Source: an optimization exercise on an open RTL-to-GDS flow (aim: small area). Production flows keep margins and buffers that such runs may drop.
Function was checked by simulation only, so behaviour that the tests miss may differ from the original.
Power is estimated from default activity; no workload was simulated.

## dac_and_adc_top
module dac_and_adc_top (
    input clk,
    input rst_n,
    output tx,   
    output adc_cs_n,
    output adc_sclk,
    output adc_din,
    input adc_dout,
    input key_n,   
    output dac_cs_n,
    output dac_din,
    output dac_sclk
);
Size: roughly 490 flip-flops, ~11 I/O pins, roughly 13,000 sq um of cells after synthesis.
==> module ctrl_fifo2uart, before the edit <==
module ctrl_fifo2uart (
    input clk,
    input rst_n,
    input start_all,
    output reg fifo_rdreq,
    input fifo_almost_full,
    input fifo_almost_empty,
    output reg uart_en_send,
    output reg sel_fifo_data,
    input uart_tx_done,
    input adc_receiving_done,
    output reg adc_receiving_start
);
  localparam unsigned Idle = 2'b00, Receiving = 2'b01, Sending = 2'b11;
  reg [1:0] state;
  wire start = (state == Receiving) && uart_en_send;
  always @(posedge clk, negedge rst_n) begin
    if (!rst_n) sel_fifo_data <= 1'b0;
    else if (uart_tx_done) sel_fifo_data <= ~sel_fifo_data;
  end
  always @(posedge clk) fifo_rdreq <= uart_tx_done && sel_fifo_data;
  always @(posedge clk, negedge rst_n) begin
    if (!rst_n) begin
      uart_en_send <= 1'b0;
      adc_receiving_start <= 1'b0;
    end else begin
      uart_en_send <= (state == Sending);
      adc_receiving_start <= start_all || start || (state == Receiving && adc_receiving_done);
    end
  end
  always @(posedge clk, negedge rst_n) begin
    if (!rst_n) state <= Idle;
    else begin
      case (state)
        Idle: if (start_all) state <= Receiving;
        Receiving: if (adc_receiving_done && fifo_almost_full) state <= Sending;
        Sending: if (uart_tx_done && fifo_almost_empty) state <= Receiving;
        default: state <= Idle;
      endcase
    end
  end
endmodule
clock: 20.0 ns
lec_check: 0
abc_area: 1
cap_margin: 20
core_margin: 2
core_utilization: 70
place_density: 0.75
slew_margin: 20
standard.sh (not shown) runs the stock make flow with config.mk's settings and CLKGATE_MAP_FILE= SYNTH_SCRIPT=/design/flow/synth_recipe.tcl, a recipe that flattens the netlist after the stock synthesis.
==> flow/flow/run.sh <==
#!/bin/bash
# The standard layout (standard.sh) with these changes:
#  * synthesis: the standard flow's synthesis script, with Yosys's abc (the mapping of
#    the logic between registers) run with flow/abc_area.script, a stronger
#    area-oriented ABC script; everything else, registers included, is as in
#    the standard synthesis;
#  * a smaller clock tree: clkbuf_8 buffers only, sink clusters of up to 18
#    flip-flops within 45 um, and no dummy loads;
#  * the input and output ports are buffered with buf_1.
# The make output goes to standard.log; ORFS keeps each step's log under
# orfs/logs.
set -euo pipefail
here=$(pwd)
export FLOW_ABC_SCRIPT="$here/flow/abc_area.script"
export CTS_ARGS="-sink_clustering_enable -repair_clock_nets -dont_use_dummy_load -buf_list {sky130_fd_sc_hd__clkbuf_8} -sink_clustering_size 18 -sink_clustering_max_diameter 45"
export BUFFER_PORTS_ARGS="-buffer_cell sky130_fd_sc_hd__buf_1"
{ head -n 1 synth_recipe.tcl; cat flow/abc_override.tcl; tail -n +2 synth_recipe.tcl; } > my_synth.tcl
sed "s|SYNTH_SCRIPT=[^ ]*|SYNTH_SCRIPT=$here/my_synth.tcl|" standard.sh > my_standard.sh
grep -q "SYNTH_SCRIPT=$here/my_synth.tcl" my_standard.sh
bash my_standard.sh > standard.log 2>&1
==> flow/flow/abc_area.script <==
strash
balance -l
resub -K 6 -l
rewrite -l
resub -K 6 -N 2 -l
refactor -l
resub -K 8 -l
balance -l
resub -K 8 -N 2 -l
rewrite -l
resub -K 10 -l
rewrite -z -l
resub -K 10 -N 2 -l
balance -l
resub -K 12 -l
refactor -z -l
resub -K 12 -N 2 -l
rewrite -z -l
balance -l
dc2
&get -n
&dch -f
&nf -p
&put
strash
&get -n
&dch -f
&nf -p
&put
topo
dnsize -c
==> flow/flow/abc_override.tcl <==
# Run Yosys's abc with flow/abc_area.script in place of the script ORFS
# picks; every other argument (liberty, dont_use, -D, -constr) is kept.
proc abc {args} {
  set i [lsearch -exact $args -script]
  if { $i >= 0 } { set args [lreplace $args $i [expr {$i + 1}] -script $::env(FLOW_ABC_SCRIPT)] }
  yosys abc {*}$args
}
Edit:
--- a/flow/design.v
+++ b/flow/design.v
@@ -370,7 +370,7 @@
 );
   localparam unsigned Idle = 2'b00, Receiving = 2'b01, Sending = 2'b11;
   reg [1:0] state;
-  wire start = (state == Receiving) && uart_en_send;
+  reg start;
   always @(posedge clk, negedge rst_n) begin
     if (!rst_n) sel_fifo_data <= 1'b0;
     else if (uart_tx_done) sel_fifo_data <= ~sel_fifo_data;
@@ -386,13 +386,25 @@
     end
   end
   always @(posedge clk, negedge rst_n) begin
-    if (!rst_n) state <= Idle;
-    else begin
+    if (!rst_n) begin
+      state <= Idle;
+      start <= 1'b0;
+    end else begin
       case (state)
         Idle: if (start_all) state <= Receiving;
-        Receiving: if (adc_receiving_done && fifo_almost_full) state <= Sending;
-        Sending: if (uart_tx_done && fifo_almost_empty) state <= Receiving;
-        default: state <= Idle;
+        Receiving: begin
+          start <= 1'b0;
+          if (adc_receiving_done && fifo_almost_full) state <= Sending;
+        end
+        Sending:
+        if (uart_tx_done && fifo_almost_empty) begin
+          start <= 1'b1;
+          state <= Receiving;
+        end
+        default: begin
+          start <= 1'b0;
+          state <= Idle;
+        end
       endcase
     end
   end
After rerunning:
- The changed run completed with no timing, DRC or antenna violations
- wire length decreases by about a fifth
- design area hardly moves
- global-route usage decreases by 3.3 points
- via count decreases by a few percent
- power barely changes
- synthesized cell count decreases slightly
- area after synthesis is about the same
- utilization stays flat
- worst hold slack gets worse by 0.0044 ns

==> port drivers added, routing unchanged <==
The flow's constraints put no driver on any port. The routed layouts listed below were extracted and timed again, unchanged, in two steps. Step 1: set_driving_cell puts a clkbuf_16 on clk and a buf_2 on each other input, an assumption about the parent block. Step 2 also shifts input and output timing later by t, the mid clock arrival at the registers, as if the neighbouring blocks saw the same clock. Three values: ideal, step 1, step 2; two values: the first two.
| run | t, ns | setup WS [ns] | hold WS [ns] | worst setup path at the end | slew at the worst register clock pin (ns) |
|---|---|---|---|---|---|
| the first run | 0.552 | 14.321 / 14.280 / 14.832 | 0.304 / 0.304 / 0.304 | register to output | 0.11 / 0.11 |
| the second run | 0.555 | 14.071 / 14.031 / 14.586 | 0.300 / 0.300 / 0.300 | register to output | 0.10 / 0.10 |
After both steps every run listed still meets setup and hold.
